Background: an optimization exercise with open tools, aiming at small area. Do not read the settings as production practice. The RTL was checked by simulation tests, not by an equivalence proof against the original design. Power figures rest on the tool's default switching activity, not on a simulated workload.

Setup of run 1:
## axisafety
module axisafety (
		output	reg		o_read_fault,
		output	reg		o_write_fault,
		input	wire		S_AXI_ACLK,
		input	wire		S_AXI_ARESETN,
		output	reg		M_AXI_ARESETN,
		output	wire		comb_aresetn,
		input	wire		ext_resetn,
		output	wire		channel_up,
		input	wire [5:0]	S_AXI_AWID,
		input	wire [27:0]	S_AXI_AWADDR,
		input	wire [7:0]	S_AXI_AWLEN,
		input	wire [2:0]	S_AXI_AWSIZE,
		input	wire [1:0]	S_AXI_AWBURST,
		input	wire		S_AXI_AWLOCK,
		input	wire [3:0]	S_AXI_AWCACHE,
		input	wire [2:0]	S_AXI_AWPROT,
		input	wire [3:0]	S_AXI_AWQOS,
		input	wire		S_AXI_AWVALID,
		output	reg		S_AXI_AWREADY,
		input	wire [31:0]	S_AXI_WDATA,
		input	wire [3:0]	S_AXI_WSTRB,
		input	wire		S_AXI_WLAST,
		input	wire		S_AXI_WVALID,
		output	reg		S_AXI_WREADY,
		output	wire [5:0]	S_AXI_BID,
		output	reg [1:0]	S_AXI_BRESP,
		output	reg		S_AXI_BVALID,
		input	wire		S_AXI_BREADY,
		input	wire [5:0]	S_AXI_ARID,
		input	wire [27:0]	S_AXI_ARADDR,
		input	wire [7:0]	S_AXI_ARLEN,
		input	wire [2:0]	S_AXI_ARSIZE,
		input	wire [1:0]	S_AXI_ARBURST,
		input	wire		S_AXI_ARLOCK,
		input	wire [3:0]	S_AXI_ARCACHE,
		input	wire [2:0]	S_AXI_ARPROT,
		input	wire [3:0]	S_AXI_ARQOS,
		input	wire		S_AXI_ARVALID,
		output	reg		S_AXI_ARREADY,
		output	wire [5:0]	S_AXI_RID,
		output	reg [31:0]	S_AXI_RDATA,
		output	reg [1:0]	S_AXI_RRESP,
		output	wire		S_AXI_RLAST,
		output	reg		S_AXI_RVALID,
		input	wire		S_AXI_RREADY,
		output	reg [5:0]	M_AXI_AWID,
		output	reg [27:0]	M_AXI_AWADDR,
		output	reg [7:0]	M_AXI_AWLEN,
		output	reg [2:0]	M_AXI_AWSIZE,
		output	reg [1:0]	M_AXI_AWBURST,
		output	reg		M_AXI_AWLOCK,
		output	reg [3:0]	M_AXI_AWCACHE,
		output	reg [2:0]	M_AXI_AWPROT,
		output	reg [3:0]	M_AXI_AWQOS,
		output	reg		M_AXI_AWVALID,
		input	wire		M_AXI_AWREADY,
		output	reg [31:0]	M_AXI_WDATA,
		output	reg [3:0]	M_AXI_WSTRB,
		output	reg		M_AXI_WLAST,
		output	reg		M_AXI_WVALID,
		input	wire		M_AXI_WREADY,
		input	wire [5:0]	M_AXI_BID,
		input	wire [1:0]	M_AXI_BRESP,
		input	wire		M_AXI_BVALID,
		output	wire		M_AXI_BREADY,
		output	reg [5:0]	M_AXI_ARID,
		output	reg [27:0]	M_AXI_ARADDR,
		output	reg [7:0]	M_AXI_ARLEN,
		output	reg [2:0]	M_AXI_ARSIZE,
		output	reg [1:0]	M_AXI_ARBURST,
		output	reg		M_AXI_ARLOCK,
		output	reg [3:0]	M_AXI_ARCACHE,
		output	reg [2:0]	M_AXI_ARPROT,
		output	reg [3:0]	M_AXI_ARQOS,
		output	reg		M_AXI_ARVALID,
		input	wire		M_AXI_ARREADY,
		input	wire [5:0]	M_AXI_RID,
		input	wire [31:0]	M_AXI_RDATA,
		input	wire [1:0]	M_AXI_RRESP,
		input	wire		M_AXI_RLAST,
		input	wire		M_AXI_RVALID,
		output	wire		M_AXI_RREADY
	);
For scale: ~720 cells after synthesis, about 330 flip-flops, ~440 I/O pins, roughly 0.011 sq mm of cells after synthesis.
clock: 10.0 ns
lec_check: 0
cap_margin: 20
core_margin: 2
core_utilization: 30
gpl_timing_driven: 0
slew_margin: 20
standard.sh (not shown) runs the stock make flow with config.mk's settings and CLKGATE_MAP_FILE= SYNTH_SCRIPT=/design/flow/synth_recipe.tcl, a recipe that flattens the netlist after the stock synthesis.
==> flow/flow/run.sh <==
#!/bin/bash
# Standard ORFS layout (standard.sh), with these changes:
#  - synthesis maps the logic with an area-oriented ABC script (flow/synth.tcl);
#  - the port buffers are the smallest buffer cell, sky130_fd_sc_hd__buf_1;
#  - clock tree synthesis uses small clock buffers, without dummy loads.
# All of the ORFS tools' output goes to orfs_make.log here, and each step's
# own log stays under orfs/logs/.
set -euo pipefail
export FLOW_WORK="$PWD"
bash standard.sh "SYNTH_SCRIPT=$FLOW_WORK/flow/synth.tcl" \
  "BUFFER_PORTS_ARGS=-buffer_cell sky130_fd_sc_hd__buf_1" \
  "CTS_ARGS=-sink_clustering_enable -repair_clock_nets -sink_clustering_size 10 -sink_clustering_max_diameter 50 -buf_list sky130_fd_sc_hd__clkbuf_4 -dont_use_dummy_load" \
  finish > orfs_make.log 2>&1
==> flow/flow/abc_area.script <==
strash
dch -f
amap -F 5 -A 5
mfs2
strash
dch -f
amap -F 5 -A 5
==> flow/flow/synth.tcl <==
# The standard flow's synthesis (synth_recipe.tcl, unchanged), with ABC's technology
# mapping run with an area-oriented script (flow/abc_area.script) in place
# of ORFS's default one.  Registers are mapped before ABC runs, so they
# are the standard synthesis's, with the same names and cells.
proc abc {args} {
  set i [lsearch -exact $args -script]
  if {$i >= 0} {
    lset args [expr {$i + 1}] $::env(FLOW_WORK)/flow/abc_area.script
  }
  yosys abc {*}$args
}
source $::env(FLOW_WORK)/synth_recipe.tcl
Input changes introduced in run 2 (baseline for comparison: run 1):
Settings: SLEW_MARGIN changed from 20 to 10; CAP_MARGIN changed from 20 to 10.
[summary]
The final layout from run 2, which completed every stage, passed the timing, DRC and antenna checks at the end of the flow.
Count of TritonRoute iterations in the first routing pass across run 2 and run 1: no real change.
Re critical path depth: run 2 and run 1 aren't equal, and the higher value belongs to run 1.
The total power draw was comparable across run 2 and run 1.
Between run 1 and run 2, the global-route usage figures differ only marginally.
Compared with run 1, in run 2 via count higher, post-layout instance area ~0 delta.
Run 1 ended up with M_AXI_ARLEN[2] as its first element of the critical path; run 2 ended up with r_rvalid.
Run 2 has total inserted antenna cells above what run 1 had.
Mean number of vias per cell | run 2 above run 1
Relative to run 1, clock period minus final worst setup slack increased by 730 ps in run 2.
Relative to run 2, the following input files were edited for run 3:
Settings: GPL_TIMING_DRIVEN removed (was 0); SLEW_MARGIN changed from 10 to 20; CAP_MARGIN changed from 10 to 20.
==> flow/flow/abc_area.script <==
&get -n
&st
&dch -f
&nf -R 1000 -a
&put
mfs2
strash
dch -f
amap -F 5 -A 5
When run 3 is set beside run 2, its compound-cell area share of the yosys netlist turns out to be 0.23 points larger.
Taking run 2 as the reference, in run 3 final worst-path setup slack saw an increase, longest individual stage delay on the worst path saw a decrease, later-pin clock latency in the skew report saw an increase, maximum resistive drop on vdd saw an increase.
When run 3 is measured against run 2, its sum of met3 wire segment lengths after detailed routing turns out about 15% lower.
On final instance count without filler cells, the lower figure sits with run 3, not run 2.
Diff run 2 -> run 3: post-synthesis instance area closely matched the old numbers, register area closely matched the old numbers, portion of the clock cycle consumed by the worst path in the final layout decreased by 9.3 points relative to the old numbers.
For run 3, the origin of the worst setup path was M_AXI_ARLEN[5], unlike run 2, where it was r_rvalid.
#### Input delta (run 4 over run 3)
--- a/flow/flow/run.sh
+++ b/flow/flow/run.sh
@@ -12 +12 @@
-  "CTS_ARGS=-sink_clustering_enable -repair_clock_nets -sink_clustering_size 10 -sink_clustering_max_diameter 50 -buf_list sky130_fd_sc_hd__clkbuf_4 -dont_use_dummy_load" \
+  "CTS_ARGS=-sink_clustering_enable -repair_clock_nets -sink_clustering_size 10 -sink_clustering_max_diameter 70 -buf_list sky130_fd_sc_hd__clkbuf_4 -dont_use_dummy_load" \
==> flow/flow/abc_area.script <==
strash
dch -f
amap -F 5 -A 5
mfs2
strash
dch -f
amap -F 5 -A 5
## What came out
Looking at global-route met2 utilization, run 4 sits above run 3. Run 4 gives more final wirelength than run 3 did. Against run 3, pin count of the biggest net entering global routing in run 4 fell slightly. Looking only at source-to-sink clock delay at the later pin of the worst-skew pair, and setting everything else aside, the higher value of run 4 and run 3 goes to run 3.
What run 5 does differently from run 4 at the input level:
--- a/flow/flow/run.sh
+++ b/flow/flow/run.sh
@@ -12 +12 @@
-  "CTS_ARGS=-sink_clustering_enable -repair_clock_nets -sink_clustering_size 10 -sink_clustering_max_diameter 70 -buf_list sky130_fd_sc_hd__clkbuf_4 -dont_use_dummy_load" \
+  "CTS_ARGS=-sink_clustering_enable -repair_clock_nets -sink_clustering_size 10 -sink_clustering_max_diameter 50 -buf_list sky130_fd_sc_hd__clkbuf_4 -dont_use_dummy_load" \
Run 5 went all the way through the flow, and no timing, DRC or antenna check failed. Looking at run 4 and run 5, the sequential share of layout area is a wash. The time the final worst path needs with I/O delays and setup reported for run 5 is smaller than that of run 4 by 76 ps. Clock-buffer cell count of run 5 exceeds that of run 4 by a little under 10%. On fraction of area in multi-input gates, run 5 tracks run 4 almost exactly. Fmax on run 5 is up relative to run 4. As far as synthesized netlist cell count goes, run 4 and run 5 are indistinguishable; the numbers are identical. When run 5 is measured against run 4, its layout-stage area growth over the synthesis result turns out 0.21 points higher. Run 4 → run 5: wire length per cell after detailed routing lower; part of the power in the clock network higher; clock tree cell share of total cell area higher; final hold slack lower.
## Diff of input files: run 6 against run 5
--- a/flow/flow/run.sh
+++ b/flow/flow/run.sh
@@ -12 +12 @@
-  "CTS_ARGS=-sink_clustering_enable -repair_clock_nets -sink_clustering_size 10 -sink_clustering_max_diameter 50 -buf_list sky130_fd_sc_hd__clkbuf_4 -dont_use_dummy_load" \
+  "CTS_ARGS=-sink_clustering_enable -repair_clock_nets -sink_clustering_size 10 -sink_clustering_max_diameter 70 -buf_list sky130_fd_sc_hd__clkbuf_4 -dont_use_dummy_load" \
==> flow/flow/abc_area.script <==
strash
dch -f
amap -F 5 -A 5 -m
mfs2
strash
dch -f
amap -F 5 -A 5 -m
Hold slack on run 6 is behind run 5.
Changes observed in run 6 relative to run 5: placed cell count saw little to no change, summed instance area of the synthesized netlist was more or less identical, first-pass iteration count of the detailed router went down by 2, share of synthesized cell area in full adder, half adder and majority cells saw little to no change, highest clock frequency the design can meet stayed essentially flat.
Run 6 has post-synthesis net count above what run 5 had.
Diff run 5 and run 6: met3 layer usage reported by global route higher in run 5

-- static timing again, ports no longer ideal --
How much do the figures lean on ideal ports? The routed layouts below were timed once more, with nothing changed but the port constraints. Step 1 sets driving cells, clkbuf_16 on the clock port and buf_2 on the other inputs (assumed; they add their load-dependent delay and slew). Step 2 times the ports against the registers' clock, not the clock port: input delays grow and output delays shrink by t, the midpoint of the rising clock arrivals with the driver on. Slacks: ideal / step 1 / step 2; pairs: ideal / step 1.
| run | t, ns | slack for setup (ns) | hold slack, ns | worst data-port slew with drivers (ns) |
|---|---|---|---|---|
| run 1 | 0.740 | 5.624 / 5.579 / 5.890 | 0.336 / 0.336 / 0.336 | 0.07 |
| run 2 | 0.744 | 4.895 / 4.852 / 5.595 | 0.336 / 0.336 / 0.336 | 0.07 |
| run 3 | 0.739 | 5.827 / 5.785 / 6.102 | 0.364 / 0.364 / 0.364 | 0.09 |
| run 4 | 0.736 | 5.689 / 5.646 / 5.970 | 0.334 / 0.334 / 0.334 | 0.09 |
| run 5 | 0.722 | 5.765 / 5.722 / 6.008 | 0.326 / 0.326 / 0.326 | 0.09 |
| run 6 | 0.714 | 5.777 / 5.737 / 6.117 | 0.320 / 0.320 / 0.320 | 0.11 |
After both steps setup and hold are still met in every run listed.
